Background: an optimization exercise with open tools, aiming at small area. Do not read the settings as production practice.
Function was checked by simulation only, so behaviour that the tests miss may differ from the original.
No driver is modelled on the clock port, so clocking that relies on it looks cheaper here than on a real chip.
No activity file was given, so power comes from the tool's default toggle rates.

==> design.v <==
module fir_filter(
    input              clk,
    input              n_rst,
    input  signed [7:0] din,
    output reg signed [7:0] dout
);
reg [7:0] d0;
reg [7:0] d1;
reg [7:0] d2;
reg [7:0] d3;
reg [7:0] d4;
reg [7:0] d5;
reg [7:0] d6;
reg [7:0] d7;
reg [7:0] d8;
reg [7:0] d9;
reg [7:0] d10;
reg [7:0] d11;
reg [7:0] d12;
reg [7:0] d13;
reg [16:0] m;
wire n1, n2, n3, n4, n5, n6, n7, n8, n9, n10, n11, n12, n13, n14, n15, n16, n17, n18, n19, n20, n21, n22, n23, n24, n25, n26, n27, n28, n29, n30, n31, n32, n33, n34, n35, n36, n37, n38, n39, n40, n41, n42, n43, n44, n45, n46, n47, n48, n49, n50, n51, n52, n53, n54, n55, n56, n57, n58, n59, n60, n61, n62, n63, n64, n65, n66, n67, n68, n69, n70, n71, n72, n73, n74, n75, n76, n77, n78, n79, n80, n81, n82, n83, n84, n85, n86, n87, n88, n89, n90, n91, n92, n93, n94, n95, n96, n97, n98, n99, n100, n101, n102, n103, n104, n105, n106, n107, n108, n109, n110, n111, n112, n113, n114, n115, n116, n117, n118, n119, n120, n121, n122, n123, n124, n125, n126, n127, n128, n129, n130, n131, n132, n133, n134, n135, n136, n137, n138, n139, n140, n141, n142, n143, n144, n145, n146, n147, n148, n149, n150, n151, n152, n153, n154, n155, n156, n157, n158, n159, n160, n161, n162, n163, n164, n165, n166, n167, n168, n169, n170, n171, n172, n173, n174, n175, n176, n177, n178, n179, n180, n181, n182, n183, n184, n185, n186, n187, n188, n189, n190, n191, n192, n193, n194, n195, n196, n197, n198, n199, n200, n201, n202, n203, n204, n205, n206, n207, n208, n209, n210, n211, n212, n213, n214, n215, n216, n217, n218, n219, n220, n221, n222, n223, n224, n225, n226, n227, n228, n229, n230, n231, n232, n233, n234, n235, n236, n237, n238, n239, n240, n241, n242, n243, n244, n245, n246, n247, n248, n249, n250, n251, n252, n253, n254, n255, n256, n257, n258, n259, n260, n261, n262, n263, n264, n265, n266, n267, n268, n269, n270, n271, n272, n273, n274, n275, n276, n277, n278, n279, n280, n281, n282, n283, n284, n285, n286, n287, n288, n289, n290, n291, n292, n293, n294, n295, n296, n297, n298, n299, n300, n301, n302, n303, n304, n305, n306, n307, n308, n309, n310, n311, n312, n313, n314, n315, n316, n317, n318, n319, n320, n321, n322, n323, n324, n325, n327, n329, n331, n333, n335, n337, n339, n341, n343, n344, n345, n346, n347, n348, n349, n350, n351, n352, n353, n354, n355, n356, n357, n358, n359, n360, n361, n362, n363, n364, n365, n366, n367, n368, n369;
assign n1 = d1[0] ^ d13[0];
assign n2 = d1[0] & d13[0];
assign n3 = d1[1] ^ d13[1] ^ n2;
assign n4 = (d1[1] & d13[1]) | (n2 & (d1[1] ^ d13[1]));
assign n5 = d1[2] ^ d13[2] ^ n4;
assign n6 = (d1[2] & d13[2]) | (n4 & (d1[2] ^ d13[2]));
assign n7 = d1[3] ^ d13[3] ^ n6;
assign n8 = (d1[3] & d13[3]) | (n6 & (d1[3] ^ d13[3]));
assign n9 = d1[4] ^ d13[4] ^ n8;
assign n10 = (d1[4] & d13[4]) | (n8 & (d1[4] ^ d13[4]));
assign n11 = d1[5] ^ d13[5] ^ n10;
assign n12 = (d1[5] & d13[5]) | (n10 & (d1[5] ^ d13[5]));
assign n13 = d1[6] ^ d13[6] ^ n12;
assign n14 = (d1[6] & d13[6]) | (n12 & (d1[6] ^ d13[6]));
assign n15 = d1[7] ^ d13[7] ^ n14;
assign n16 = (d1[7] & d13[7]) | (n14 & (d1[7] ^ d13[7]));
assign n17 = d2[0] ^ d12[0];
assign n18 = d2[0] & d12[0];
assign n19 = d2[1] ^ d12[1] ^ n18;
assign n20 = (d2[1] & d12[1]) | (n18 & (d2[1] ^ d12[1]));
assign n21 = d2[2] ^ d12[2] ^ n20;
assign n22 = (d2[2] & d12[2]) | (n20 & (d2[2] ^ d12[2]));
assign n23 = d2[3] ^ d12[3] ^ n22;
assign n24 = (d2[3] & d12[3]) | (n22 & (d2[3] ^ d12[3]));
assign n25 = d2[4] ^ d12[4] ^ n24;
assign n26 = (d2[4] & d12[4]) | (n24 & (d2[4] ^ d12[4]));
assign n27 = d2[5] ^ d12[5] ^ n26;
assign n28 = (d2[5] & d12[5]) | (n26 & (d2[5] ^ d12[5]));
assign n29 = d2[6] ^ d12[6] ^ n28;
assign n30 = (d2[6] & d12[6]) | (n28 & (d2[6] ^ d12[6]));
assign n31 = d2[7] ^ d12[7] ^ n30;
assign n32 = (d2[7] & d12[7]) | (n30 & (d2[7] ^ d12[7]));
assign n33 = ~(d4[0] ^ d10[0]);
assign n34 = d4[0] | d10[0];
assign n35 = d4[1] ^ d10[1] ^ n34;
assign n36 = (d4[1] & d10[1]) | (n34 & (d4[1] ^ d10[1]));
assign n37 = d4[2] ^ d10[2] ^ n36;
assign n38 = (d4[2] & d10[2]) | (n36 & (d4[2] ^ d10[2]));
assign n39 = d4[3] ^ d10[3] ^ n38;
assign n40 = (d4[3] & d10[3]) | (n38 & (d4[3] ^ d10[3]));
assign n41 = d4[4] ^ d10[4] ^ n40;
assign n42 = (d4[4] & d10[4]) | (n40 & (d4[4] ^ d10[4]));
assign n43 = d4[5] ^ d10[5] ^ n42;
assign n44 = (d4[5] & d10[5]) | (n42 & (d4[5] ^ d10[5]));
assign n45 = d4[6] ^ d10[6] ^ n44;
assign n46 = (d4[6] & d10[6]) | (n44 & (d4[6] ^ d10[6]));
assign n47 = d4[7] ^ d10[7] ^ n46;
assign n48 = (d4[7] & d10[7]) | (n46 & (d4[7] ^ d10[7]));
assign n49 = d5[0] ^ d9[0];
assign n50 = d5[0] & d9[0];
assign n51 = d5[1] ^ d9[1] ^ n50;
assign n52 = (d5[1] & d9[1]) | (n50 & (d5[1] ^ d9[1]));
assign n53 = d5[2] ^ d9[2] ^ n52;
assign n54 = (d5[2] & d9[2]) | (n52 & (d5[2] ^ d9[2]));
assign n55 = d5[3] ^ d9[3] ^ n54;
assign n56 = (d5[3] & d9[3]) | (n54 & (d5[3] ^ d9[3]));
assign n57 = d5[4] ^ d9[4] ^ n56;
assign n58 = (d5[4] & d9[4]) | (n56 & (d5[4] ^ d9[4]));
assign n59 = d5[5] ^ d9[5] ^ n58;
assign n60 = (d5[5] & d9[5]) | (n58 & (d5[5] ^ d9[5]));
assign n61 = d5[6] ^ d9[6] ^ n60;
assign n62 = (d5[6] & d9[6]) | (n60 & (d5[6] ^ d9[6]));
assign n63 = d5[7] ^ d9[7] ^ n62;
assign n64 = (d5[7] & d9[7]) | (n62 & (d5[7] ^ d9[7]));
assign n65 = ~(d6[0] ^ d8[0]);
assign n66 = d6[0] | d8[0];
assign n67 = d6[1] ^ d8[1] ^ n66;
assign n68 = (d6[1] & d8[1]) | (n66 & (d6[1] ^ d8[1]));
assign n69 = d6[2] ^ d8[2] ^ n68;
assign n70 = (d6[2] & d8[2]) | (n68 & (d6[2] ^ d8[2]));
assign n71 = d6[3] ^ d8[3] ^ n70;
assign n72 = (d6[3] & d8[3]) | (n70 & (d6[3] ^ d8[3]));
assign n73 = d6[4] ^ d8[4] ^ n72;
assign n74 = (d6[4] & d8[4]) | (n72 & (d6[4] ^ d8[4]));
assign n75 = d6[5] ^ d8[5] ^ n74;
assign n76 = (d6[5] & d8[5]) | (n74 & (d6[5] ^ d8[5]));
assign n77 = d6[6] ^ d8[6] ^ n76;
assign n78 = (d6[6] & d8[6]) | (n76 & (d6[6] ^ d8[6]));
assign n79 = d6[7] ^ d8[7] ^ n78;
assign n80 = (d6[7] & d8[7]) | (n78 & (d6[7] ^ d8[7]));
assign n81 = ~n17;
assign n82 = ~n19;
assign n83 = ~n21;
assign n84 = ~n23;
assign n85 = ~n25;
assign n86 = ~n27;
assign n87 = ~n29;
assign n88 = ~n31;
assign n89 = ~n32;
assign n90 = ~(n33 ^ n81);
assign n91 = n33 | n81;
assign n92 = n35 ^ n82 ^ n91;
assign n93 = (n35 & n82) | (n91 & (n35 ^ n82));
assign n94 = n37 ^ n83 ^ n93;
assign n95 = (n37 & n83) | (n93 & (n37 ^ n83));
assign n96 = n39 ^ n84 ^ n95;
assign n97 = (n39 & n84) | (n95 & (n39 ^ n84));
assign n98 = n41 ^ n85 ^ n97;
assign n99 = (n41 & n85) | (n97 & (n41 ^ n85));
assign n100 = n43 ^ n86 ^ n99;
assign n101 = (n43 & n86) | (n99 & (n43 ^ n86));
assign n102 = n45 ^ n87 ^ n101;
assign n103 = (n45 & n87) | (n101 & (n45 ^ n87));
assign n104 = n47 ^ n88 ^ n103;
assign n105 = (n47 & n88) | (n103 & (n47 ^ n88));
assign n106 = n48 ^ n89 ^ n105;
assign n107 = (n48 & n89) | (n105 & (n48 ^ n89));
assign n108 = ~d7[0];
assign n109 = ~d7[1];
assign n110 = ~d7[2];
assign n111 = ~d7[3];
assign n112 = ~d7[4];
assign n113 = ~d7[5];
assign n114 = ~d7[6];
assign n115 = ~d7[7];
assign n116 = ~n1;
assign n117 = ~n3;
assign n118 = ~n5;
assign n119 = ~n7;
assign n120 = ~n9;
assign n121 = ~n11;
assign n122 = ~n13;
assign n123 = ~n15;
assign n124 = ~n16;
assign n125 = ~n65;
assign n126 = ~n67;
assign n127 = ~n69;
assign n128 = ~n71;
assign n129 = ~n73;
assign n130 = ~n75;
assign n131 = ~n77;
assign n132 = ~n79;
assign n133 = ~n80;
assign n134 = ~(n109 ^ n65);
assign n135 = n109 | n65;
assign n136 = n110 ^ n135 ^ n90;
assign n137 = (n110 & n135) | (n90 & (n110 ^ n135));
assign n138 = n67 ^ n136;
assign n139 = n67 & n136;
assign n140 = n111 ^ n116 ^ n137;
assign n141 = (n111 & n116) | (n137 & (n111 ^ n116));
assign n142 = n69 ^ n92 ^ n139;
assign n143 = (n69 & n92) | (n139 & (n69 ^ n92));
assign n144 = n140 ^ n142;
assign n145 = n140 & n142;
assign n146 = n112 ^ n49 ^ n125;
assign n147 = (n112 & n49) | (n125 & (n112 ^ n49));
assign n148 = n81 ^ n116 ^ n117;
assign n149 = (n81 & n116) | (n117 & (n81 ^ n116));
assign n150 = n146 ^ n148 ^ n141;
assign n151 = (n146 & n148) | (n141 & (n146 ^ n148));
assign n152 = n71 ^ n94 ^ n143;
assign n153 = (n71 & n94) | (n143 & (n71 ^ n94));
assign n154 = n150 ^ n145 ^ n152;
assign n155 = (n150 & n145) | (n152 & (n150 ^ n145));
assign n156 = ~(n113 ^ n33);
assign n157 = n113 | n33;
assign n158 = n156 ^ n51 ^ n147;
assign n159 = (n156 & n51) | (n147 & (n156 ^ n51));
assign n160 = n82 ^ n117 ^ n126;
assign n161 = (n82 & n117) | (n126 & (n82 ^ n117));
assign n162 = n118 ^ n149 ^ n158;
assign n163 = (n118 & n149) | (n158 & (n118 ^ n149));
assign n164 = n160 ^ n162 ^ n151;
assign n165 = (n160 & n162) | (n151 & (n160 ^ n162));
assign n166 = n73 ^ n96 ^ n153;
assign n167 = (n73 & n96) | (n153 & (n73 ^ n96));
assign n168 = n164 ^ n155 ^ n166;
assign n169 = (n164 & n155) | (n166 & (n164 ^ n155));
assign n170 = n114 ^ n49 ^ n157;
assign n171 = (n114 & n49) | (n157 & (n114 ^ n49));
assign n172 = n35 ^ n170 ^ n53;
assign n173 = (n35 & n170) | (n53 & (n35 ^ n170));
assign n174 = n159 ^ n83 ^ n118;
assign n175 = (n159 & n83) | (n118 & (n159 ^ n83));
assign n176 = n127 ^ n161 ^ n172;
assign n177 = (n127 & n161) | (n172 & (n127 ^ n161));
assign n178 = n119 ^ n163 ^ n174;
assign n179 = (n119 & n163) | (n174 & (n119 ^ n163));
assign n180 = n176 ^ n178 ^ n165;
assign n181 = (n176 & n178) | (n165 & (n176 ^ n178));
assign n182 = n75 ^ n98 ^ n167;
assign n183 = (n75 & n98) | (n167 & (n75 ^ n98));
assign n184 = n180 ^ n169 ^ n182;
assign n185 = (n180 & n169) | (n182 & (n180 ^ n169));
assign n186 = d7[0] ^ n115 ^ n65;
assign n187 = (d7[0] & n115) | (n65 & (d7[0] ^ n115));
assign n188 = n51 ^ n186 ^ n171;
assign n189 = (n51 & n186) | (n171 & (n51 ^ n186));
assign n190 = n37 ^ n188 ^ n55;
assign n191 = (n37 & n188) | (n55 & (n37 ^ n188));
assign n192 = n173 ^ n84 ^ n119;
assign n193 = (n173 & n84) | (n119 & (n173 ^ n84));
assign n194 = n128 ^ n175 ^ n177;
assign n195 = (n128 & n175) | (n177 & (n128 ^ n175));
assign n196 = n190 ^ n120 ^ n179;
assign n197 = (n190 & n120) | (n179 & (n190 ^ n120));
assign n198 = n192 ^ n194 ^ n196;
assign n199 = (n192 & n194) | (n196 & (n192 ^ n194));
assign n200 = n181 ^ n77 ^ n100;
assign n201 = (n181 & n77) | (n100 & (n181 ^ n77));
assign n202 = n183 ^ n198 ^ n200;
assign n203 = (n183 & n198) | (n200 & (n183 ^ n198));
assign n204 = n185 ^ n104;
assign n205 = n185 & n104;
assign n206 = ~(d7[1] ^ n187);
assign n207 = d7[1] | n187;
assign n208 = n67 ^ n206 ^ n53;
assign n209 = (n67 & n206) | (n53 & (n67 ^ n206));
assign n210 = n189 ^ n39 ^ n208;
assign n211 = (n189 & n39) | (n208 & (n189 ^ n39));
assign n212 = n57 ^ n191 ^ n193;
assign n213 = (n57 & n191) | (n193 & (n57 ^ n191));
assign n214 = n85 ^ n120 ^ n129;
assign n215 = (n85 & n120) | (n129 & (n85 ^ n120));
assign n216 = n210 ^ n195 ^ n121;
assign n217 = (n210 & n195) | (n121 & (n210 ^ n195));
assign n218 = n197 ^ n212 ^ n214;
assign n219 = (n197 & n212) | (n214 & (n197 ^ n212));
assign n220 = n216 ^ n199 ^ n218;
assign n221 = (n216 & n199) | (n218 & (n216 ^ n199));
assign n222 = n79 ^ n102 ^ n201;
assign n223 = (n79 & n102) | (n201 & (n79 ^ n102));
assign n224 = n220 ^ n203 ^ n222;
assign n225 = (n220 & n203) | (n222 & (n220 ^ n203));
assign n226 = n205 ^ n106;
assign n227 = n205 & n106;
assign n228 = ~(d7[2] ^ n207);
assign n229 = d7[2] | n207;
assign n230 = n69 ^ n228 ^ n55;
assign n231 = (n69 & n228) | (n55 & (n69 ^ n228));
assign n232 = n209 ^ n41 ^ n211;
assign n233 = (n209 & n41) | (n211 & (n209 ^ n41));
assign n234 = n230 ^ n59 ^ n213;
assign n235 = (n230 & n59) | (n213 & (n230 ^ n59));
assign n236 = n86 ^ n121 ^ n130;
assign n237 = (n86 & n121) | (n130 & (n86 ^ n121));
assign n238 = n215 ^ n232 ^ n122;
assign n239 = (n215 & n232) | (n122 & (n215 ^ n232));
assign n240 = n217 ^ n234 ^ n219;
assign n241 = (n217 & n234) | (n219 & (n217 ^ n234));
assign n242 = n236 ^ n80 ^ n238;
assign n243 = (n236 & n80) | (n238 & (n236 ^ n80));
assign n244 = n221 ^ n240 ^ n104;
assign n245 = (n221 & n240) | (n104 & (n221 ^ n240));
assign n246 = n223 ^ n242 ^ n107;
assign n247 = (n223 & n242) | (n107 & (n223 ^ n242));
assign n248 = n244 ^ n225 ^ n227;
assign n249 = (n244 & n225) | (n227 & (n244 ^ n225));
assign n250 = d7[3] ^ n229 ^ n71;
assign n251 = (d7[3] & n229) | (n71 & (d7[3] ^ n229));
assign n252 = n57 ^ n231 ^ n250;
assign n253 = (n57 & n231) | (n250 & (n57 ^ n231));
assign n254 = n43 ^ n233 ^ n252;
assign n255 = (n43 & n233) | (n252 & (n43 ^ n233));
assign n256 = n61 ^ n235 ^ n87;
assign n257 = (n61 & n235) | (n87 & (n61 ^ n235));
assign n258 = n122 ^ n131 ^ n237;
assign n259 = (n122 & n131) | (n237 & (n122 ^ n131));
assign n260 = n254 ^ n123 ^ n239;
assign n261 = (n254 & n123) | (n239 & (n254 ^ n123));
assign n262 = n241 ^ n256 ^ n258;
assign n263 = (n241 & n256) | (n258 & (n241 ^ n256));
assign n264 = n243 ^ n260 ^ n262;
assign n265 = (n243 & n260) | (n262 & (n243 ^ n260));
assign n266 = n106 ^ n245 ^ n264;
assign n267 = (n106 & n245) | (n264 & (n106 ^ n245));
assign n268 = n247 ^ n249;
assign n269 = n247 & n249;
assign n270 = ~(d7[4] ^ n73);
assign n271 = d7[4] | n73;
assign n272 = n251 ^ n270 ^ n59;
assign n273 = (n251 & n270) | (n59 & (n251 ^ n270));
assign n274 = n253 ^ n45 ^ n272;
assign n275 = (n253 & n45) | (n272 & (n253 ^ n45));
assign n276 = n255 ^ n63 ^ n124;
assign n277 = (n255 & n63) | (n124 & (n255 ^ n63));
assign n278 = n88 ^ n123 ^ n132;
assign n279 = (n88 & n123) | (n132 & (n88 ^ n123));
assign n280 = n257 ^ n259 ^ n274;
assign n281 = (n257 & n259) | (n274 & (n257 ^ n259));
assign n282 = n261 ^ n276 ^ n263;
assign n283 = (n261 & n276) | (n263 & (n261 ^ n276));
assign n284 = n278 ^ n280 ^ n107;
assign n285 = (n278 & n280) | (n107 & (n278 ^ n280));
assign n286 = n282 ^ n265 ^ n284;
assign n287 = (n282 & n265) | (n284 & (n282 ^ n265));
assign n288 = n267 ^ n269;
assign n289 = n267 & n269;
assign n290 = d7[5] ^ n271 ^ n75;
assign n291 = (d7[5] & n271) | (n75 & (d7[5] ^ n271));
assign n292 = n61 ^ n273 ^ n290;
assign n293 = (n61 & n273) | (n290 & (n61 ^ n273));
assign n294 = n64 ^ n47 ^ n89;
assign n295 = (n64 & n47) | (n89 & (n64 ^ n47));
assign n296 = n124 ^ n133 ^ n275;
assign n297 = (n124 & n133) | (n275 & (n124 ^ n133));
assign n298 = n292 ^ n277 ^ n279;
assign n299 = (n292 & n277) | (n279 & (n292 ^ n277));
assign n300 = n294 ^ n281 ^ n296;
assign n301 = (n294 & n281) | (n296 & (n294 ^ n281));
assign n302 = n298 ^ n283 ^ n300;
assign n303 = (n298 & n283) | (n300 & (n298 ^ n283));
assign n304 = n285 ^ n302 ^ n287;
assign n305 = (n285 & n302) | (n287 & (n285 ^ n302));
assign n306 = d7[6] ^ n77 ^ n291;
assign n307 = (d7[6] & n77) | (n291 & (d7[6] ^ n77));
assign n308 = n48 ^ n63 ^ n293;
assign n309 = (n48 & n63) | (n293 & (n48 ^ n63));
assign n310 = n306 ^ n295 ^ n297;
assign n311 = (n306 & n295) | (n297 & (n306 ^ n295));
assign n312 = n308 ^ n299 ^ n310;
assign n313 = (n308 & n299) | (n310 & (n308 ^ n299));
assign n314 = n301 ^ n303 ^ n312;
assign n315 = (n301 & n303) | (n312 & (n301 ^ n303));
assign n316 = d7[7] ^ n64 ^ n79;
assign n317 = (d7[7] & n64) | (n79 & (d7[7] ^ n64));
assign n318 = n307 ^ n309 ^ n316;
assign n319 = (n307 & n309) | (n316 & (n307 ^ n309));
assign n320 = n311 ^ n318 ^ n313;
assign n321 = (n311 & n318) | (n313 & (n311 ^ n318));
assign n322 = ~(n80 ^ n317);
assign n323 = n80 | n317;
assign n324 = n322 ^ n319;
assign n325 = n322 & n319;
assign n327 = n108 & n90;
assign n329 = (n134 & n327) | (n92 & (n134 ^ n327));
assign n331 = (n138 & n94) | (n329 & (n138 ^ n94));
assign n333 = (n96 & n331) | (n144 & (n96 ^ n331));
assign n335 = (n98 & n333) | (n154 & (n98 ^ n333));
assign n337 = (n100 & n168) | (n335 & (n100 ^ n168));
assign n339 = (n102 & n184) | (n337 & (n102 ^ n184));
assign n341 = (n202 & n339) | (n204 & (n202 ^ n339));
assign n343 = (n224 & n226) | (n341 & (n224 ^ n226));
assign n344 = m[0] ^ m[1] ^ m[2];
assign n345 = (m[0] & m[1]) | (m[2] & (m[0] ^ m[1]));
assign n346 = m[3] ^ m[4] ^ n345;
assign n347 = (m[3] & m[4]) | (n345 & (m[3] ^ m[4]));
assign n348 = m[5] ^ m[6] ^ n347;
assign n349 = (m[5] & m[6]) | (n347 & (m[5] ^ m[6]));
assign n350 = m[7] ^ m[8] ^ n349;
assign n351 = (m[7] & m[8]) | (n349 & (m[7] ^ m[8]));
assign n352 = m[9] ^ m[10] ^ n351;
assign n353 = (m[9] & m[10]) | (n351 & (m[9] ^ m[10]));
assign n354 = m[11] ^ m[12] ^ n353;
assign n355 = (m[11] & m[12]) | (n353 & (m[11] ^ m[12]));
assign n356 = m[13] ^ m[14] ^ n355;
assign n357 = (m[13] & m[14]) | (n355 & (m[13] ^ m[14]));
assign n358 = m[15] ^ m[16] ^ n357;
assign n359 = (m[15] & m[16]) | (n357 & (m[15] ^ m[16]));
assign n360 = ~n359;
assign n361 = n360 ^ n358;
assign n362 = n361 ? n358 : n346;
assign n363 = n361 ? n358 : n348;
assign n364 = n361 ? n358 : n350;
assign n365 = n361 ? n358 : n352;
assign n366 = n361 ? n358 : n354;
assign n367 = n361 ? n358 : n356;
assign n368 = n361 | n344;
assign n369 = ~din[7];
always @(posedge clk or negedge n_rst) begin
    if (!n_rst) begin
        d0 <= 8'h80;
        d1 <= 8'h80;
        d2 <= 8'h80;
        d3 <= 8'h80;
        d4 <= 8'h80;
        d5 <= 8'h80;
        d6 <= 8'h80;
        d7 <= 8'h80;
        d8 <= 8'h80;
        d9 <= 8'h80;
        d10 <= 8'h80;
        d11 <= 8'h80;
        d12 <= 8'h80;
        d13 <= 8'h80;
        m <= 17'h18000;
        dout <= 8'sd0;
    end else begin
        d0[0] <= din[0];
        d0[1] <= din[1];
        d0[2] <= din[2];
        d0[3] <= din[3];
        d0[4] <= din[4];
        d0[5] <= din[5];
        d0[6] <= din[6];
        d0[7] <= n369;
        d1[0] <= d0[0];
        d1[1] <= d0[1];
        d1[2] <= d0[2];
        d1[3] <= d0[3];
        d1[4] <= d0[4];
        d1[5] <= d0[5];
        d1[6] <= d0[6];
        d1[7] <= d0[7];
        d2[0] <= d1[0];
        d2[1] <= d1[1];
        d2[2] <= d1[2];
        d2[3] <= d1[3];
        d2[4] <= d1[4];
        d2[5] <= d1[5];
        d2[6] <= d1[6];
        d2[7] <= d1[7];
        d3[0] <= d2[0];
        d3[1] <= d2[1];
        d3[2] <= d2[2];
        d3[3] <= d2[3];
        d3[4] <= d2[4];
        d3[5] <= d2[5];
        d3[6] <= d2[6];
        d3[7] <= d2[7];
        d4[0] <= d3[0];
        d4[1] <= d3[1];
        d4[2] <= d3[2];
        d4[3] <= d3[3];
        d4[4] <= d3[4];
        d4[5] <= d3[5];
        d4[6] <= d3[6];
        d4[7] <= d3[7];
        d5[0] <= d4[0];
        d5[1] <= d4[1];
        d5[2] <= d4[2];
        d5[3] <= d4[3];
        d5[4] <= d4[4];
        d5[5] <= d4[5];
        d5[6] <= d4[6];
        d5[7] <= d4[7];
        d6[0] <= d5[0];
        d6[1] <= d5[1];
        d6[2] <= d5[2];
        d6[3] <= d5[3];
        d6[4] <= d5[4];
        d6[5] <= d5[5];
        d6[6] <= d5[6];
        d6[7] <= d5[7];
        d7[0] <= d6[0];
        d7[1] <= d6[1];
        d7[2] <= d6[2];
        d7[3] <= d6[3];
        d7[4] <= d6[4];
        d7[5] <= d6[5];
        d7[6] <= d6[6];
        d7[7] <= d6[7];
        d8[0] <= d7[0];
        d8[1] <= d7[1];
        d8[2] <= d7[2];
        d8[3] <= d7[3];
        d8[4] <= d7[4];
        d8[5] <= d7[5];
        d8[6] <= d7[6];
        d8[7] <= d7[7];
        d9[0] <= d8[0];
        d9[1] <= d8[1];
        d9[2] <= d8[2];
        d9[3] <= d8[3];
        d9[4] <= d8[4];
        d9[5] <= d8[5];
        d9[6] <= d8[6];
        d9[7] <= d8[7];
        d10[0] <= d9[0];
        d10[1] <= d9[1];
        d10[2] <= d9[2];
        d10[3] <= d9[3];
        d10[4] <= d9[4];
        d10[5] <= d9[5];
        d10[6] <= d9[6];
        d10[7] <= d9[7];
        d11[0] <= d10[0];
        d11[1] <= d10[1];
        d11[2] <= d10[2];
        d11[3] <= d10[3];
        d11[4] <= d10[4];
        d11[5] <= d10[5];
        d11[6] <= d10[6];
        d11[7] <= d10[7];
        d12[0] <= d11[0];
        d12[1] <= d11[1];
        d12[2] <= d11[2];
        d12[3] <= d11[3];
        d12[4] <= d11[4];
        d12[5] <= d11[5];
        d12[6] <= d11[6];
        d12[7] <= d11[7];
        d13[0] <= d12[0];
        d13[1] <= d12[1];
        d13[2] <= d12[2];
        d13[3] <= d12[3];
        d13[4] <= d12[4];
        d13[5] <= d12[5];
        d13[6] <= d12[6];
        d13[7] <= d12[7];
        m[0] <= n246;
        m[1] <= n248;
        m[2] <= n343;
        m[3] <= n266;
        m[4] <= n268;
        m[5] <= n286;
        m[6] <= n288;
        m[7] <= n289;
        m[8] <= n304;
        m[9] <= n314;
        m[10] <= n305;
        m[11] <= n315;
        m[12] <= n320;
        m[13] <= n324;
        m[14] <= n321;
        m[15] <= n323;
        m[16] <= n325;
        dout[0] <= n368;
        dout[1] <= n362;
        dout[2] <= n363;
        dout[3] <= n364;
        dout[4] <= n365;
        dout[5] <= n366;
        dout[6] <= n367;
        dout[7] <= n360;
    end
end
endmodule
==> flow/run.sh <==
#!/bin/bash
# Own layout flow: the standard synthesis (unchanged) fixes the registers;
# its combinational logic is then replaced by the equivalent hand-built
# full-adder netlist from gen4.py, and the standard ORFS flow lays it out.
set -uo pipefail
HERE=$(pwd)
RES=$HERE/orfs/results/$FLOW_PLATFORM/fir_filter/base
bash standard.sh synth > synth_std.log 2>&1 || { echo "standard synthesis failed"; exit 1; }
cp $RES/1_2_yosys.v std_synth.v
python3 flow/gen4.py flow/spec.json gen_rtl.v own_net.v > gen.log 2>&1
if python3 flow/inject.py std_synth.v own_net.v injected.v > inject.log 2>&1; then
  cp injected.v $RES/1_2_yosys.v
  rm -f $RES/1_synth.odb $RES/1_synth.sdc
  bash standard.sh synth > synth_odb.log 2>&1 || { echo "odb from injected netlist failed"; exit 1; }
else
  echo "register mismatch, keeping the standard netlist" | tee -a inject.log
fi
# clock tree: no dummy balancing loads, small clock buffers
export CTS_ARGS="-sink_clustering_enable -repair_clock_nets -dont_use_dummy_load -root_buf sky130_fd_sc_hd__clkbuf_8 -buf_list sky130_fd_sc_hd__clkbuf_4"
export POST_CTS_TCL=$HERE/flow/post_cts.tcl
bash standard.sh > layout.log 2>&1
==> flow/gen4.py <==
#!/usr/bin/env python3
"""Generator for fir_filter (13-tap symmetric FIR, sky130hd).

Writes two files describing the same circuit:
  * rtl  : plain Verilog (registers + assign statements), the version's RTL
  * net  : the same logic as sky130_fd_sc_hd cells (full/half adders etc.)

Structure (two pipeline stages after the sample delay line):
  d0..d13 : sample delay line, d0 = newest sample. Bit 7 of every sample
            register holds the inverted sign bit, so sample value
            x = {~r[7], r[6:0]} - 128 (reset value of r[7] is 1 -> x = 0).
  stage 1 : S = sum c[k] * d[k+1] (k = 0..12) built as a carry-save tree of
            full adders; columns 0..8 are summed completely, columns 9..17
            are kept as (up to) two rows in registers ma / mb.
  stage 2 : dout <= sat((ma + mb) >> 0)  (the rows hold S[17:9])
"""
import sys, json

AREA = {"fa_1": 20.0192, "ha_1": 12.512, "maj3_1": 10.0096, "and2_1": 6.256,
        "xor2_1": 8.7584, "xnor2_1": 8.7584, "or2_1": 6.256, "inv_1": 3.7536,
        "mux2_1": 11.2608, "dfrtp_1": 25.024, "conb_1": 3.7536, "nor2_1": 3.7536,
        "nand2_1": 3.7536, "dfstp_1": 26.2752, "a21oi_1": 5.0048, "o21ai_0": 5.0048,
        "mux2i_1": 10.0096, "xnor3_1": 22.5216, "xor3_1": 23.7728}
DLY = {"fa_s": 0.45, "fa_c": 0.38, "ha_s": 0.28, "ha_c": 0.20, "g": 0.12, "x2": 0.25, "o2": 0.20}
W = 18
CLKQ = 0.35

class Bit:
    __slots__ = ("net", "neg", "t")
    def __init__(s, net, neg=False, t=CLKQ):
        s.net, s.neg, s.t = net, neg, t

# cell functions as verilog expressions (for the RTL)
FUN = {
    "fa_1":   {"SUM": "{A} ^ {B} ^ {CIN}", "COUT": "({A} & {B}) | ({CIN} & ({A} ^ {B}))"},
    "ha_1":   {"SUM": "{A} ^ {B}", "COUT": "{A} & {B}"},
    "maj3_1": {"X": "({A} & {B}) | ({C} & ({A} ^ {B}))"},
    "and2_1": {"X": "{A} & {B}"},
    "or2_1":  {"X": "{A} | {B}"},
    "xor2_1": {"X": "{A} ^ {B}"},
    "xnor2_1": {"Y": "~({A} ^ {B})"},
    "inv_1":  {"Y": "~{A}"},
    "mux2_1": {"X": "{S} ? {A1} : {A0}"},
}
OUTS = {"SUM", "COUT", "X", "Y", "HI", "LO", "Q"}

class Builder:
    def __init__(s, spec):
        s.spec = spec
        s.cells = []
        s.n = 0
        s.K = 0
    def new(s):
        s.n += 1; return f"n{s.n}"
    def cell(s, typ, pins):
        s.cells.append([typ, pins])
    def fa(s, a, b, c):
        xs = [a, b, c]
        ks = [x for x in xs if x.net == "1'b1"]
        if ks:
            assert len(ks) == 1
            o = [x for x in xs if x.net != "1'b1"]
            return s.fa1(o[0], o[1])
        so, co = s.new(), s.new()
        s.cell("fa_1", {"A": a.net, "B": b.net, "CIN": c.net, "SUM": so, "COUT": co})
        t = max(a.t, b.t, c.t)
        return Bit(so, a.neg, t + DLY["fa_s"]), Bit(co, a.neg, t + DLY["fa_c"])
    def ha(s, a, b):
        if b.net == "1'b1": a, b = b, a
        if a.net == "1'b1":
            assert b.net != "1'b1"
            return s.inv(b), b
        so, co = s.new(), s.new()
        s.cell("ha_1", {"A": a.net, "B": b.net, "SUM": so, "COUT": co})
        t = max(a.t, b.t)
        return Bit(so, a.neg, t + DLY["ha_s"]), Bit(co, a.neg, t + DLY["ha_c"])
    def inv(s, a):
        y = s.new(); s.cell("inv_1", {"A": a.net, "Y": y})
        return Bit(y, a.neg, a.t + DLY["g"])
    def fa1(s, a, b):
        so, co = s.new(), s.new()
        s.cell("xnor2_1", {"A": a.net, "B": b.net, "Y": so})
        s.cell("or2_1", {"A": a.net, "B": b.net, "X": co})
        t = max(a.t, b.t)
        return Bit(so, False, t + DLY["x2"]), Bit(co, False, t + DLY["o2"])

    def ripple(s, bits_a, bits_b, lo, hi):
        """unsigned ripple add of positive bits in positions lo..hi (dicts pos->Bit);
        returns dict pos->Bit incl. carry at hi+1"""
        out = {}; c = None
        for p in range(lo, hi + 1):
            xs = [x for x in (bits_a.get(p), bits_b.get(p), c) if x is not None]
            if len(xs) == 3: sm, c = s.fa(*xs)
            elif len(xs) == 2: sm, c = s.ha(*xs)
            elif len(xs) == 1: sm, c = xs[0], None
            else: sm, c = None, None
            if sm is not None: out[p] = sm
        if c is not None: out[hi + 1] = c
        return out

    def ripple_cin(s, bits_a, bits_b, lo, hi):
        """ripple add with a carry-in of 1 at position lo"""
        out = {}; c = Bit("1'b1", False, 0.0)
        for p in range(lo, hi + 1):
            xs = [x for x in (bits_a.get(p), bits_b.get(p), c) if x is not None]
            if len(xs) == 3: sm, c = s.fa(*xs)
            elif len(xs) == 2: sm, c = s.ha(*xs)
            elif len(xs) == 1: sm, c = xs[0], None
            else: sm, c = None, None
            if sm is not None: out[p] = sm
        if c is not None: out[hi + 1] = c
        return out

    def column(s, p, cols, target):
        """reduce column p to `target` positive bits; carries to p+1"""
        col = cols.get(p, [])
        nxt = cols.setdefault(p + 1, [])
        while True:
            pos = sorted([b for b in col if not b.neg], key=lambda b: b.t)
            neg = sorted([b for b in col if b.neg], key=lambda b: b.t)
            if not neg and len(pos) <= target: break
            cand = []
            if len(neg) >= 3: cand.append((neg[2].t, "n"))
            if len(pos) >= 3 and (len(pos) + len(neg) > target + 1 or neg): cand.append((pos[2].t, "p"))
            if cand:
                cand.sort()
                grp = neg[:3] if cand[0][1] == "n" else pos[:3]
                for b in grp: col.remove(b)
                sm, cy = s.fa(*grp)
                col.append(sm); nxt.append(cy)
            elif neg:
                b = neg[0]; col.remove(b)
                nb = s.inv(b); nb.neg = False
                col.append(nb); s.K -= 1 << p
            elif len(pos) > target:
                if p in s.kbits:
                    s.kbits.discard(p)
                    sm, cy = s.fa1(pos[0], pos[1])
                else:
                    sm, cy = s.ha(pos[0], pos[1])
                col.remove(pos[0]); col.remove(pos[1]); col.append(sm); nxt.append(cy)
            else:
                break
        if p in s.kbits:
            s.kbits.discard(p)
            pos = sorted(col, key=lambda b: b.t)
            if s.spec.get("const_late") == 2:
                col.append(Bit("1'b1", False, 0.0))
            elif len(pos) == 0:
                col.append(Bit("1'b1", False, 0.0))
            elif len(pos) == 1:
                b = pos[0]; col.remove(b); col.append(s.inv(b)); nxt.append(b)
            else:
                sm, cy = s.fa1(pos[0], pos[1]); col.remove(pos[0]); col.remove(pos[1])
                col.append(sm); nxt.append(cy)
        cols[p] = col
        return col

    def build(s):
        spec = s.spec
        nodes = {}
        # sample j as unsigned {~s, x[6:0]}, value = u - 128
        for j in range(1, 14):
            nodes[f"x{j}"] = ({i: Bit(f"d{j}[{i}]") for i in range(8)}, -128)
        for name, (a, b), chunks, *popt in spec["pre"]:
            popt = popt[0] if popt else {}
            va, ka = nodes[a]; vb, kb = nodes[b]
            cins = popt.get("cin", [])   # chunk starts that take a carry-in of 1
            out = {}; extra = []
            lo = 0
            for hi in chunks:
                if lo in cins:
                    va = dict(va); va.setdefault(-1, None)
                    r = s.ripple_cin(va, vb, lo, hi)
                    ka -= 1 << lo
                else:
                    r = s.ripple(va, vb, lo, hi)
                for p, x in r.items():
                    if p in out: extra.append((p, x))
                    else: out[p] = x
                lo = hi + 1
            nodes[name] = (out, ka + kb, extra)
        comp = {}
        def cbit(x):
            if x.net not in comp: comp[x.net] = s.inv(x)
            return comp[x.net]
        for name, a, b in spec.get("sub", []):
            # name = a - b (ripple), a, b: pre-adder nodes
            va, ka = nodes[a][0], nodes[a][1]; vb, kb = nodes[b][0], nodes[b][1]
            w = max(max(va), max(vb)) + 1
            nb = {p: cbit(x) for p, x in vb.items()}
            for p in range(w):
                if p not in nb: nb[p] = None
            # a - b = a + ~b + 1 - 2^w  (b's bits complemented over w bits)
            vbc = {p: x for p, x in nb.items() if x is not None}
            r = s.ripple_cin(va, vbc, 0, w - 1)
            kconst = 0
            for p in range(w):
                if nb[p] is None: kconst += 1 << p   # ~0 = 1 at missing bits
            nodes[name] = (r, ka - kb + kconst + 1 - (1 << w) - 0, [])
            # value check: r = a_bits + ~b_bits(w) + 1 ; a - b = (a_bits+ka) - (b_bits+kb)
            # ~b_bits(w) = 2^w - 1 - b_bits  =>  a_bits - b_bits = r - 2^w
            nodes[name] = (r, ka - kb - (1 << w), [])
            if kconst:
                # missing positions were treated as absent: add them back as constant
                nodes[name] = (r, ka - kb - (1 << w) + kconst, [])
        cols = {}
        for nd, coef in spec["out"]:
            v = nodes[nd]
            vec, k = v[0], v[1]
            extra = v[2] if len(v) > 2 else []
            sh = abs(coef).bit_length() - 1
            assert abs(coef) == 1 << sh
            neg = coef < 0
            for p, x in list(vec.items()) + extra:
                if p + sh >= W: continue
                if neg:   # -b = ~b - 1
                    cols.setdefault(p + sh, []).append(cbit(x))
                    s.K -= 1 << (p + sh)
                else:
                    cols.setdefault(p + sh, []).append(x)
            s.K += coef * k
        # inversions of leftover negative bits (see column()) depend only on
        # the negative bit counts: account for them in K up front
        nn = {p: sum(1 for x in c if x.neg) for p, c in cols.items()}
        for p in range(W):
            n = nn.get(p, 0); f = 0
            while n >= 3: n -= 2; f += 1
            nn[p + 1] = nn.get(p + 1, 0) + f
            s.K -= n << p
        s.K %= 1 << W
        s.kbits = {p for p in range(W) if (s.K >> p) & 1}
        if not spec.get("const_late", False):
            for p in s.kbits:
                cols.setdefault(p, []).append(Bit("1'b1", False, 0.0))
            s.kbits = set()
        s.Kpre = s.K; s.K = 0; s.Kinv = sum(0 for _ in ())
        s.rows = {}
        for p in range(W):
            tgt = 1 if p == W - 1 else 2
            s.column(p, cols, tgt)
        cols.pop(W, None)
        # carry of the low columns 0..8 into column 9 (only the carry is used)
        for p in range(9):
            col = cols.get(p, [])
            while len(col) >= 2:
                col.sort(key=lambda b: b.t)
                if len(col) >= 3:
                    sm, cy = s.fa(col[0], col[1], col[2]); col = col[3:] + [sm]
                else:
                    sm, cy = s.ha(col[0], col[1]); col = [sm]
                cols.setdefault(p + 1, []).append(cy)
            cols[p] = col
        # stage-1 carry-propagate where the bits are early enough: each
        # column so resolved needs one register instead of two
        bud = spec.get("res_budget", 0.0)
        for p in range(9, W):
            col = sorted(cols.get(p, []), key=lambda b: b.t)
            while len(col) >= 2:
                if len(col) >= 3:
                    t = col[2].t + DLY["fa_s"]
                    if t > bud: break
                    sm, cy = s.fa(col[0], col[1], col[2]); col = col[3:]
                else:
                    t = col[1].t + DLY["ha_s"]
                    if t > bud: break
                    sm, cy = s.ha(col[0], col[1]); col = col[2:]
                col.append(sm); col.sort(key=lambda b: b.t)
                if p + 1 < W: cols.setdefault(p + 1, []).append(cy)
            cols[p] = col
        for p in range(9, W):
            s.rows[p] = cols[p]
        return s

def stage2(b):
    """mid registers -> ripple -> sat -> dout"""
    mid = []   # (regname, src Bit, col)
    rows = b.rows
    cnt = {}
    for p in range(9, W):
        for x in rows[p]:
            mid.append((None, x, p))
    k = 0
    for i, (nm, x, p) in enumerate(mid):
        if x.net != "1'b1":
            mid[i] = (f"m[{k}]", x, p); k += 1
    # stage 2 ripple over registered bits
    cols = {}
    for nm, x, p in mid:
        cols.setdefault(p, []).append(Bit("1'b1", False, 0.0) if x.net == "1'b1" else Bit(nm, False, CLKQ))
    C = sum(1 << p for nm, x, p in mid if x.net == "1'b1")
    mid = [m for m in mid if m[1].net != "1'b1"]
    # reset values of the mid registers: their weighted sum plus the
    # constants must be 0 mod 2^W (S = 0 while the state is cleared)
    T = (-C) % (1 << W)
    best = None
    n = len(mid)
    import itertools
    # greedy over columns with carry: choose per column how many bits are set
    bycol = {}
    for i, (nm, x, p) in enumerate(mid): bycol.setdefault(p, []).append(i)
    def dfs(p, carry, chosen):
        nonlocal best
        if p == W:
            if best is None or len(chosen) < len(best): best = list(chosen)
            return
        idx = bycol.get(p, [])
        for k in range(len(idx) + 1):
            tot = carry + k
            if (tot & 1) != ((T >> p) & 1): continue
            dfs(p + 1, tot >> 1, chosen + idx[:k])
    dfs(9, 0, [])
    assert best is not None, "no reset encoding"
    b.setregs = set(mid[i][0] for i in best)
    S = {}
    for p in range(9, W):
        col = cols.get(p, [])
        while len(col) >= 2:
            col.sort(key=lambda x: x.t)
            if len(col) >= 3:
                sm, cy = b.fa(col[0], col[1], col[2]); col = col[3:] + [sm]
            else:
                if p == W - 1 and "1'b1" in (col[0].net, col[1].net):
                    sm = b.inv([x for x in col if x.net != "1'b1"][0]); cy = None
                else:
                    sm, cy = b.ha(col[0], col[1])
                col = [sm]
            if p + 1 < W and cy is not None: cols.setdefault(p + 1, []).append(cy)
        if not col: raise RuntimeError("empty column")
        S[p] = col[0]
    sb = lambda p: S[p].net
    ovf = b.new(); b.cell("xor2_1", {"A": sb(17), "B": sb(16), "X": ovf})
    dn = [None] * 8
    dn[7] = sb(17)
    for i in range(1, 7):
        y = b.new(); b.cell("mux2_1", {"A0": sb(9 + i), "A1": sb(16), "S": ovf, "X": y}); dn[i] = y
    y = b.new(); b.cell("or2_1", {"A": ovf, "B": sb(9), "X": y}); dn[0] = y
    # registers: (cell, regbit name, D net, reset value)
    regs = []
    for j in range(14):
        for i in range(8):
            if j == 0:
                src = "din[7]" if i == 7 else f"din[{i}]"
            else:
                src = f"d{j-1}[{i}]"
            regs.append(("dfstp_1" if i == 7 else "dfrtp_1", f"d{j}[{i}]", src))
    for nm, x, p in mid:
        regs.append(("dfstp_1" if nm in b.setregs else "dfrtp_1", nm, x.net))
    for i in range(8):
        regs.append(("dfrtp_1", f"dout[{i}]", dn[i]))
    # din[7] must be inverted into d0[7]
    y = b.new(); b.cell("inv_1", {"A": "din[7]", "Y": y})
    regs = [(c, r, (y if r == "d0[7]" else d)) for c, r, d in regs]
    prune(b, set(r[2] for r in regs))
    return regs, mid

def prune(b, roots):
    changed = True
    while changed:
        changed = False
        used = set(roots)
        for typ, pins in b.cells:
            for p, n in pins.items():
                if p not in OUTS: used.add(n)
        new = []
        for c in b.cells:
            typ, pins = c
            outs = [p for p in pins if p in OUTS]
            live = [p for p in outs if pins[p] in used]
            if not live:
                changed = True; continue
            if typ == "fa_1" and live == ["COUT"]:
                c[0] = "maj3_1"; c[1] = {"A": pins["A"], "B": pins["B"], "C": pins["CIN"], "X": pins["COUT"]}; changed = True
            elif typ == "ha_1" and live == ["COUT"]:
                c[0] = "and2_1"; c[1] = {"A": pins["A"], "B": pins["B"], "X": pins["COUT"]}; changed = True
            elif typ == "ha_1" and live == ["SUM"]:
                c[0] = "xor2_1"; c[1] = {"A": pins["A"], "B": pins["B"], "X": pins["SUM"]}; changed = True
            elif typ == "xnor2_1" and False:
                pass
            new.append(c)
        b.cells = new

def regs_decl(regs):
    """group register bits by vector name -> width"""
    vec = {}
    for c, r, d in regs:
        nm, idx = r[:-1].split("[")
        vec.setdefault(nm, []).append(int(idx))
    return {k: max(v) + 1 for k, v in vec.items()}

def vnet(n):
    # nets named like d3[2], m0[4] are register outputs (vectors)
    return n

def write_rtl(b, regs, path, header):
    L = [header.rstrip(), "module fir_filter(",
         "    input              clk,",
         "    input              n_rst,",
         "    input  signed [7:0] din,",
         "    output reg signed [7:0] dout",
         ");", ""]
    vec = regs_decl(regs)
    for nm, w in vec.items():
        if nm == "dout": continue
        L.append(f"reg [{w-1}:0] {nm};")
    nets = sorted({n for typ, pins in b.cells for p, n in pins.items() if p in OUTS},
                  key=lambda n: int(n[1:]))
    L.append("wire " + ", ".join(nets) + ";")
    L.append("")
    for typ, pins in b.cells:
        for op, expr in FUN[typ].items():
            if op in pins:
                L.append(f"assign {pins[op]} = " + expr.format(**pins) + ";")
    L.append("")
    L.append("always @(posedge clk or negedge n_rst) begin")
    L.append("    if (!n_rst) begin")
    for nm, w in vec.items():
        rv = 0
        for c, r, d in regs:
            rn, idx = r[:-1].split("[")
            if rn == nm and c == "dfstp_1": rv |= 1 << int(idx)
        L.append(f"        {nm} <= {w}'h{rv:x};" if nm != "dout" else f"        dout <= 8'sd0;")
    L.append("    end else begin")
    for c, r, d in regs:
        L.append(f"        {r} <= {d};")
    L.append("    end")
    L.append("end")
    L.append("")
    L.append("endmodule")
    open(path, "w").write("\n".join(L) + "\n")

def esc(n):
    if "[" in n and not n.startswith(("din[", "dout[")):
        return "\\" + n + " "
    return n

def write_net(b, regs, path):
    L = ["module fir_filter(clk, n_rst, din, dout);",
         "  input clk;", "  input n_rst;", "  input [7:0] din;", "  output [7:0] dout;"]
    wires = set()
    for typ, pins in b.cells:
        wires |= set(pins.values())
    for c, r, d in regs: wires.add(r); wires.add(d)
    wires.discard("1'b1")
    for w in sorted(wires):
        if w.startswith(("din[", "dout[")): continue
        L.append(f"  wire {esc(w)};")
    for i, (typ, pins) in enumerate(b.cells):
        ps = ", ".join(f".{p}({esc(n)})" for p, n in pins.items())
        L.append(f"  sky130_fd_sc_hd__{typ} g{i} ({ps});")
    for c, r, d in regs:
        rst = "SET_B" if c == "dfstp_1" else "RESET_B"
        L.append(f"  sky130_fd_sc_hd__{c} \\{r}$_DFF_PN{'1' if c == 'dfstp_1' else '0'}_  (.CLK(clk), .D({esc(d)}), .Q({esc(r)}), .{rst}(n_rst));")
    L.append("endmodule")
    open(path, "w").write("\n".join(L) + "\n")

def area(b, regs):
    comb = sum(AREA[c[0]] for c in b.cells)
    return comb, comb + sum(AREA[r[0]] for r in regs)

if __name__ == "__main__":
    spec = json.load(open(sys.argv[1]))
    b = Builder(spec).build()
    regs, mid = stage2(b)
    from collections import Counter
    cnt = Counter(c[0] for c in b.cells)
    comb, tot = area(b, regs)
    print(f"regs {len(regs)} mid {len(mid)} comb {comb:.1f} total {tot:.1f} "
          f"mid_t {max(x.t for _, x, _ in mid):.2f}", dict(cnt), file=sys.stderr)
    if len(sys.argv) > 3:
        write_rtl(b, regs, sys.argv[2], open(sys.argv[4]).read() if len(sys.argv) > 4 else "")
        write_net(b, regs, sys.argv[3])
==> flow/inject.py <==
#!/usr/bin/env python3
"""Swap the combinational logic of the standard synthesis netlist for the
hand-built cell netlist made by gen4.py, keeping the standard synthesis's
registers: same instance names, same cell types, same count.

usage: inject.py STD_NETLIST OWN_NETLIST OUT_NETLIST
Exits non-zero (and writes nothing) if the registers do not match.
"""
import re, sys

FF = re.compile(r'^\s*sky130_fd_sc_hd__(df\w+)\s+\\(\S+)\$_DFF_(\w+)_\s*\(', re.M)

def regs(path):
    txt = open(path).read()
    out = {}
    for typ, bit, kind in FF.findall(txt):
        out[bit] = (typ, kind)
    return txt, out

std_txt, std = regs(sys.argv[1])
own_txt, own = regs(sys.argv[2])
base = lambda t: t.rsplit("_", 1)[0]
ok = True
if set(std) != set(own):
    print("register sets differ:", sorted(set(std) ^ set(own))[:20]); ok = False
for bit in set(std) & set(own):
    if base(std[bit][0]) != base(own[bit][0]) or std[bit][1] != own[bit][1]:
        print("register type differs:", bit, std[bit], own[bit]); ok = False
if not ok:
    sys.exit(1)

def fix(m):
    typ, bit, kind = m.group(1), m.group(2), m.group(3)
    styp, skind = std[bit]
    return m.group(0).replace("sky130_fd_sc_hd__" + typ, "sky130_fd_sc_hd__" + styp, 1)
out = FF.sub(fix, own_txt)
open(sys.argv[3], "w").write(out)
print(f"injected netlist with {len(std)} registers")
==> flow/post_cts.tcl <==
# After CTS: clock buffers (clkbuf_4) that drive many flip-flops are
# upsized to clkbuf_8 so that every flip-flop clock pin keeps a clean slew.
set upsized 0
foreach inst [get_cells -filter "ref_name == sky130_fd_sc_hd__clkbuf_4"] {
  set out [get_pins -of_objects $inst -filter "direction == output"]
  set net [get_nets -of_objects $out]
  if { $net == "" } { continue }
  set sinks [llength [get_pins -of_objects $net -filter "direction == input"]]
  if { $sinks >= 11 } {
    replace_cell $inst sky130_fd_sc_hd__clkbuf_8
    incr upsized
  }
}
puts "post_cts: upsized $upsized clock buffers"
if { $upsized > 0 } {
  detailed_placement
  check_placement -verbose
  estimate_parasitics -placement
}
==> flow/spec.json <==
{"pre": [["q0", ["x1", "x13"], [7]], ["q1", ["x2", "x12"], [7]], ["q3", ["x4", "x10"], [7], {"cin": [0]}], ["q4", ["x5", "x9"], [7]], ["q5", ["x6", "x8"], [7], {"cin": [0]}]], "out": [["q4", 64], ["q4", 16], ["x7", 128], ["x7", -1], ["q3", 32], ["q1", -16], ["dd", 4], ["dd", 1], ["q0", -16], ["q0", -8], ["q5", 128], ["q5", -16], ["q5", 2]], "sub": [["dd", "q3", "q1"]]}
==> standard.sh <==
#!/bin/bash
# synth_recipe.tcl (not shown) runs the flow's synth.tcl, then flattens the netlist and writes it again
# the make line also repeats each setting of config.mk as NAME=value (left out here)
make -C /OpenROAD-flow-scripts/flow DESIGN_CONFIG=/design/flow/config.mk WORK_HOME=/design/flow/orfs CLKGATE_MAP_FILE= SYNTH_SCRIPT=/design/flow/synth_recipe.tcl "${@:-finish}"
==> config.mk <==
export PLATFORM = sky130hd
export DESIGN_NAME = fir_filter
export DESIGN_NICKNAME = fir_filter
export VERILOG_FILES = /design/flow/design.v
export SDC_FILE = /design/flow/constraint.sdc
export NUM_CORES = 4
export LEC_CHECK = 0
export CAP_MARGIN = 20
export CORE_MARGIN = 2
export CORE_UTILIZATION = 70
export SLEW_MARGIN = 20
==> constraint.sdc <==
create_clock -name core_clock -period 6.0 [get_ports {clk}]
set_input_delay 1.2000 -clock core_clock [delete_from_list [all_inputs] [get_ports {clk}]]
set_output_delay 1.2000 -clock core_clock [all_outputs]
set_load 0.01 [all_outputs]
==> results of run 1 <==
power by group through the flow:
stage          sequential, W  clock [W]  combinational (W)
3_3_place_gp         0.00122          0            0.00274
2_1_floorplan        0.00122          0            0.00212
6_report             0.00121   0.000426            0.00276
5_1_grt              0.00122   0.000485            0.00326
3_5_place_dp         0.00123          0            0.00283
cell type report:
type	instances	share of cell area [%]
Clock buffer	17	2.111
Inverter	37	1.920
Multi-Input combinational cell	179	43.06
Sequential cell	137	47.68
Tap cell	129	2.232
Timing Repair Buffer	23	2.993
metrics by stage:
| stage | std cells | instance area, um2 |
|---|---|---|
| 5_1_grt | 522 | 7232 |
| 3_3_place_gp | 505 | 7077 |
| 3_5_place_dp | 505 | 7077 |
| 6_report | 522 | 7232 |
| 2_1_floorplan | 353 | 6699 |
metal layers:
| metal | wire, um | GRT usage (%) | up-vias |
|---|---|---|---|
| met3 | 407 | 6.840 | 13 |
| met1 | 5001 | 38.86 | 1529 |
| met5 | 0 | 0 | - |
| li1 | - | - | 1143 |
| met2 | 5075 | 35.53 | 53 |
| met4 | 92 | 7.077 | 0 |
state kept, by name, summed over array words and instances (netlist names):
register and cells:
m 17, d0 8, d10 8, d11 8
d12 8, d13 8, d1 8, d2 8
d3 8, d4 8, d5 8, d6 8
d7 8, d8 8, d9 8, dout 8
worst register-to-register path: stages, from the launching register on:
cell	delay, ps
dfrtp_1	410
or2_1	240
fa_1	390
fa_1	520
fa_1	460
fa_1	410
fa_1	400
fa_1	400
fa_1	390
fa_1	390
fa_2	380
fa_1	460
fa_1	390
fa_1	440
cells in the final DEF (no fill, tap or decap), drive strengths merged, types with 8 or more instances in the layout:
cell type and n:
fa 134, dfstp 16, or2 10, xnor2 9, clkbuf 17, dfrtp 121, maj3 8, inv 37
ha 10, clkdlybuf4s50 16
path summary, 6_finish.rpt:
path,slack (ps),to,depth (start not counted),start
worst max-delay path,180,m[8],13,d4[0]
worst min register to register,350,d1[0],0,d0[0]
min in group asynchronous,800,dout[4],1,n_rst
worst max register to register,180,m[8],13,d4[0]
worst min-delay path,350,d1[0],0,d0[0]
max in group asynchronous,4010,d9[3],2,n_rst
==> flow_summary_export.csv, run 1 <==
group,metric,value,unit
setup_path,slowest_stage,"fa_1",
final_layout,syn2layout_area_growth,7.957,%
synthesis,synth_nets,507,
detailed_routing,drc,0,
flow_run,maxCapViolations,0,
final_layout,n_antenna_cell,0,
die,dieArea,10370,um2
sta,min_period,5819,ps
final_layout,multi_input_area,3114,um2
detailed_routing,drtIter0Drc,68,
global_route,grt_max_degree,80,
clock_tree,clk-insertion-delay-late,410,ps
power,clkPwrFrac,9.7,%
synthesis,synth-warning-count,1,
clock_tree,cts_tree,"yes",
die,start_util,72.16,%
sta,hold_viol,0,
worst_hold_path,holdCritPathClass,"reg -> reg",
die,die_h,101.8,um
final_layout,nets,549,
detailed_routing,vias,2738,
detailed_routing,first_pass_iters,4,
final_layout,postLayoutCoreUtil,77.90,%
setup_path,critPathMaxFanout,3,
global_route,grt_pass1_vias,3351,
power,switchingPower,0.001695,W
power,power,0.004390,W
setup_path,critPathBufInv,0,
sta,period_share,96.98,%
sta,setup_viol,0,
setup_path,critPathLaunchType,"flip-flop",
setup_path,worst_path_dominant_cell_family,"adder cells",
power,leakage,3.104,nW
global_route,grt_pass1_wl,17380,um
synthesis,syn_avg_cell_area,18.98,um2
detailed_routing,routedWlPerCell,20.26,um
die,die_width,101.8,um
sta,setup_ws,181.2,ps
sta,rsz0062_at_grt,"no",
global_route,track_usage,24.63,%
place,place_congestion,0.8733,
final_layout,seq_area,3448,um2
place,dpl.hpwl,8922,um
synthesis,syn_area,6699,um2
outcome,status,"no timing/DRC/antenna violations",
power,swShare,38.60,%
synthesis,synth_cells,353,
setup_path,worstSetupPathType,"reg -> reg",
place,port_buffers,17,
detailed_routing,routed_wl,10580,um
detailed_routing,drtAntennaViolNets,0,
detailed_routing,viasPerCell,5.245,
final_layout,layout-drive-gt1-share,10.43,%
setup_path,slowest_delay,520,ps
die,num_rows,35,
clock_tree,cts.sinks,137,
setup_path,end_kind,"flip-flop",
setup_path,path_cells,"or2_1 -> fa_1 -> fa_1 -> fa_1 -> fa_1 -> fa_1 -> fa_1 -> fa_1 -> fa_1 -> fa_2 -> fa_1 -> fa_1 -> fa_1",
die,core-area,9284,um2
setup_path,crit_top_cell,"fa_1",
global_route,grt-ovfl-total,0,
setup_path,arrival,6080,ps
power,power_frac_comb,62.8,%
sta,whs,353.1,ps
power,seqPwrFrac,27.5,%
sta,slew_headroom,52.48,%
place,dp_slack,154.5,ps
final_layout,num-fill-cells,532,
power,peakVddDrop,0.4429,mV
die,ios,18,
sta,finalMaxSlewViolations,0,
sta,tns,0,ps
power,power_density,607.1,nW/um2
sta,fmax,171.9,MHz
setup_path,required,6260,ps
global_route,antenna_found_initial,0,
sta,tightest_slew,712.8,ps
clock_tree,clk_pin_slew_worst_paths,90,ps
sta,clock_skew,32.16,ps
power,p_int,0.002696,W
==> inputs of run 2 (changes only) <==
--- a/flow/post_cts.tcl
+++ b/flow/post_cts.tcl
@@ -6,7 +6,7 @@
   set net [get_nets -of_objects $out]
   if { $net == "" } { continue }
   set sinks [llength [get_pins -of_objects $net -filter "direction == input"]]
-  if { $sinks >= 11 } {
+  if { $sinks >= 10 } {
     replace_cell $inst sky130_fd_sc_hd__clkbuf_8
     incr upsized
   }
==> flow_summary_export.csv, run 2 <==
group,metric,value,unit
global_route,grt_pass1_vias,3365,
clock_tree,clk_pin_slew_worst_paths,90,ps
setup_path,worstSetupPathType,"reg -> reg",
sta,hold_viol,0,
detailed_routing,drtIter0Drc,91,
final_layout,nets,549,
detailed_routing,drc,0,
sta,finalMaxSlewViolations,0,
place,port_buffers,17,
die,core-area,9284,um2
detailed_routing,routedWlPerCell,20.37,um
setup_path,arrival,6090,ps
setup_path,critPathCapture,"m[8]",
place,dp_slack,154.5,ps
final_layout,final_common_cell,"fa_1",
detailed_routing,vias,2769,
setup_path,r2r_end,"m[8]",
global_route,grt_pass1_wl,17480,um
sta,setup_ws,180.4,ps
global_route,grt_max_degree,80,
detailed_routing,first_pass_iters,4,
sta,period_share,96.99,%
setup_path,reg2reg_depth,13,
power,power_density,607.8,nW/um2
synthesis,syn_avg_cell_area,18.98,um2
final_layout,n_antenna_cell,0,
die,dieArea,10370,um2
detailed_routing,viasPerCell,5.305,
detailed_routing,drtAntennaViolNets,0,
final_layout,syn2layout_area_growth,8.143,%
clock_tree,clk-insertion-delay-late,420,ps
sta,min_period,5820,ps
die,die_width,101.8,um
power,peakVddDrop,0.4440,mV
die,num_rows,35,
sta,tightest_slew,707.3,ps
synthesis,synth_nets,507,
power,leakage,3.110,nW
place,dpl_cell_area,7077,um2
setup_path,critPathMaxFanout,3,
setup_path,end_kind,"flip-flop",
flow_run,maxCapViolations,0,
outcome,status,"no timing/DRC/antenna violations",
final_layout,final_area,7244,um2
die,die_h,101.8,um
final_layout,largest_reg_flops,17,
setup_path,critPathLaunchType,"flip-flop",
worst_hold_path,holdCritPathClass,"reg -> reg",
clock_tree,cts_tree,"yes",
sta,setup_viol,0,
detailed_routing,routed_wl,10630,um
setup_path,required,6270,ps
setup_path,startpoint,"d4[0]",
final_layout,top_register,"m",
die,start_util,72.16,%
global_route,antenna_found_initial,0,
sta,fmax,171.8,MHz
place,dpl.hpwl,8922,um
sta,rsz0062_at_grt,"no",
global_route,track_usage,24.75,%
sta,whs,348.7,ps
final_layout,num-fill-cells,525,
synthesis,synth_cells,353,
die,ios,18,
global_route,grt-ovfl-total,0,
final_layout,layout-drive-gt1-share,10.43,%
setup_path,r2r-start,"d4[0]",
final_layout,final_cell_mix,"fa_1 (133), dfrtp_1 (121), inv_1 (37)",
place,place_congestion,0.8733,
sta,slew_headroom,52.85,%
clock_tree,cts.sinks,137,
setup_path,r2r_setup_slack,180,ps
sta,clock_skew,34.57,ps
sta,tns,0,ps
synthesis,synth-warning-count,1,
synthesis,syn_area,6699,um2
-- run 2: layout make-up --
class | count | area [um2] | share of cell area (%)
Sequential cell | 137 | 3448 | 47.60
Clock buffer | 17 | 165.2 | 2.280
Tap cell | 129 | 161.4 | 2.228
Multi-Input combinational cell | 179 | 3114 | 42.99
Inverter | 37 | 138.9 | 1.917
Timing Repair Buffer | 23 | 216.5 | 2.988
-- run 2: worst min-delay path by stage --
stage	start	end	depth (start not counted)
final	d3[5]	d4[5]	0
after global routing	d3[5]	d4[5]	0
after detailed placement	d3[5]	d4[5]	0
after global placement	d3[4]	d4[4]	0
after floorplan	d11[0]	d12[0]	0
-- run 2: worst max-delay path, stage by stage, from the launching register on --
cell and delay [ps]:
dfrtp_1 410, or2_1 240, fa_1 390, fa_1 520
fa_1 460, fa_1 410, fa_1 400, fa_1 400
fa_1 400, fa_1 390, fa_2 380, fa_1 460
fa_1 390, fa_1 440
-- run 2: routing by layer --
layer  vias up  part of all wire (%)  global-route usage (%)
li1       1141                     -                       -
met1      1560                    47                   38.81
met2        57                    48                   35.98
met3        11                   3.8                   6.840
met4         0                   1.1                   7.077
met5         -                     0                       0
-- run 2: where the power goes --
group          switching, W  total (W)  internal [W]  leakage, nW
Clock              0.000269   0.000443      0.000174       0.0937
Combinational       0.00136    0.00275       0.00140         1.44
Sequential        0.0000695    0.00121       0.00114         1.58
-- run 2: through the flow --
step	util, %	instances	total power, W
finish	78.03	522	0.004403
global route	78.03	522	0.004984
detailed placement	76.23	505	0.004059
global placement	76.23	505	0.003965
floorplan	-	353	0.003348
==> inputs of run 3 (changes only) <==
--- a/flow/run.sh
+++ b/flow/run.sh
@@ -17,5 +17,7 @@
 fi
 # clock tree: no dummy balancing loads, small clock buffers
 export CTS_ARGS="-sink_clustering_enable -repair_clock_nets -dont_use_dummy_load -root_buf sky130_fd_sc_hd__clkbuf_8 -buf_list sky130_fd_sc_hd__clkbuf_4"
+# port buffers: the smallest buffer cell
+export BUFFER_PORTS_ARGS="-buffer_cell sky130_fd_sc_hd__buf_1"
 export POST_CTS_TCL=$HERE/flow/post_cts.tcl
 bash standard.sh > layout.log 2>&1
==> flow_summary_export.csv, run 3 <==
group,metric,value,unit
final_layout,final_common_cell,"fa_1",
final_layout,final_cell_mix,"fa_1 (132), dfrtp_1 (121), inv_1 (37)",
sta,fmax,172.8,MHz
sta,finalMaxSlewViolations,0,
die,start_util,72.16,%
detailed_routing,drtAntennaViolNets,0,
synthesis,syn_area,6699,um2
detailed_routing,routed_wl,10490,um
place,dpl.hpwl,8834,um
synthesis,synth-warning-count,1,
setup_path,required,6270,ps
global_route,track_usage,24.67,%
synthesis,synth_nets,507,
synthesis,synth_cells,353,
final_layout,final_area,7157,um2
setup_path,r2r_setup_slack,210,ps
detailed_routing,vias,2787,
clock_tree,cts.sinks,137,
sta,whs,328.2,ps
place,place_congestion,0.8724,
global_route,grt_max_degree,80,
clock_tree,clk-insertion-delay-late,410,ps
power,p_int,0.002683,W
sta,hold_viol,0,
die,ios,18,
die,die_h,101.8,um
setup_path,end_kind,"flip-flop",
synthesis,syn_avg_cell_area,18.98,um2
clock_tree,cts_tree,"yes",
die,die_width,101.8,um
sta,tns,0,ps
final_layout,layout-drive-gt1-share,10.91,%
setup_path,startpoint,"d9[0]",
final_layout,top_register,"m",
flow_run,maxCapViolations,0,
place,dpl_cell_area,6980,um2
sta,rsz0062_at_grt,"no",
die,dieArea,10370,um2
setup_path,critPathCapture,"m[8]",
power,power_frac_comb,62.2,%
outcome,status,"no timing/DRC/antenna violations",
clock_tree,clk_pin_slew_worst_paths,90,ps
final_layout,syn2layout_area_growth,6.836,%
setup_path,worstSetupPathType,"reg -> reg",
sta,clock_skew,25.04,ps
sta,period_share,96.44,%
power,clkPwrFrac,10.4,%
setup_path,reg2reg_depth,12,
setup_path,r2r-start,"d9[0]",
power,peakVddDrop,0.4357,mV
die,core-area,9284,um2
worst_hold_path,holdCritPathClass,"reg -> reg",
place,dp.cells,506,
die,num_rows,35,
power,power_density,614.3,nW/um2
power,seqPwrFrac,27.4,%
power,switchingPower,0.001713,W
power,leakage,3.071,nW
global_route,grt_pass1_vias,3247,
power,swShare,38.98,%
detailed_routing,viasPerCell,5.329,
final_layout,n_antenna_cell,0,
setup_path,critPathLaunchType,"flip-flop",
detailed_routing,drtIter0Drc,119,
final_layout,nets,550,
sta,min_period,5786,ps
setup_path,arrival,6060,ps
setup_path,r2r_end,"m[8]",
place,port_buffers,17,
detailed_routing,drc,0,
detailed_routing,first_pass_iters,4,
sta,tightest_slew,926.7,ps
final_layout,final_cells,523,
final_layout,postLayoutCoreUtil,77.09,%
sta,setup_viol,0,
sta,slew_headroom,38.22,%
setup_path,critPathMaxFanout,2,
final_layout,largest_reg_flops,17,
global_route,grt_pass1_wl,17370,um
detailed_routing,routedWlPerCell,20.07,um
global_route,grt-ovfl-total,0,
global_route,antenna_found_initial,0,
## run 3: per-layer routing
| metal | vias up | GRT usage, % | routed length (um) |
|---|---|---|---|
| met5 | - | 0 | 0 |
| met4 | 0 | 7.897 | 123 |
| met3 | 10 | 6.156 | 597 |
| met2 | 78 | 34.56 | 4978 |
| met1 | 1556 | 40.06 | 4794 |
| li1 | 1143 | - | - |
## run 3: stage by stage
stage	setup slack [ps]	total power [W]
after global placement	219.3	0.003933
after global routing	23.85	0.004976
final	213.6	0.004396
after floorplan	360.3	0.003348
after detailed placement	132.1	0.004049
## run 3: power by group through the flow
stage,registers [W],clock network (W),logic (W)
6_report,0.00121,0.000456,0.00273
3_5_place_dp,0.00123,0,0.00282
2_1_floorplan,0.00122,0,0.00212
3_3_place_gp,0.00122,0,0.00271
5_1_grt,0.00122,0.000519,0.00324
## run 3: cell type report
| type | count | area, um2 |
|---|---|---|
| Fill cell | 555 | 2127 |
| Timing Repair Buffer | 24 | 120.1 |
| Tap cell | 129 | 161.4 |
| Multi-Input combinational cell | 179 | 3117 |
| Clock buffer | 17 | 171.4 |
| Sequential cell | 137 | 3448 |
| Inverter | 37 | 138.9 |
## run 3: worst min-delay path by stage
| stage | from | to | cells after the start |
|---|---|---|---|
| floorplan | d11[0] | d12[0] | 0 |
| global placement | d3[4] | d4[4] | 0 |
| detailed placement | d0[4] | d1[4] | 0 |
| finish | d0[0] | d1[0] | 0 |
| global route | d0[0] | d1[0] | 0 |
## run 3: worst max-delay path, stage by stage, from the launching register on
cell and delay (ps):
dfrtp_1 420, ha_1 200, fa_1 420, fa_1 400
fa_1 600, fa_1 480, fa_1 470, fa_1 450
fa_1 400, fa_1 460, fa_1 400, fa_1 540
fa_1 420

## what the ideal ports hide
The flow's constraints put no driver on any port. The routed layouts listed below were extracted and timed again, unchanged, in two steps. Step 1 sets driving cells, clkbuf_16 on the clock port and buf_2 on the other inputs (assumed; they add their load-dependent delay and slew). Step 2 also shifts input and output timing later by t, the mid clock arrival at the registers, as if the neighbouring blocks saw the same clock. Three values: no drivers, after step 1, after step 2; two values: the first two.
run	t (ns)	slack for setup (ns)	clock arrival spread, ns
run 1	0.429	0.181 / 0.181 / 0.181	0.032 / 0.032
run 2	0.434	0.180 / 0.180 / 0.180	0.034 / 0.035
run 3	0.436	0.214 / 0.214 / 0.214	0.026 / 0.027
After both steps setup and hold are still met in every run listed.
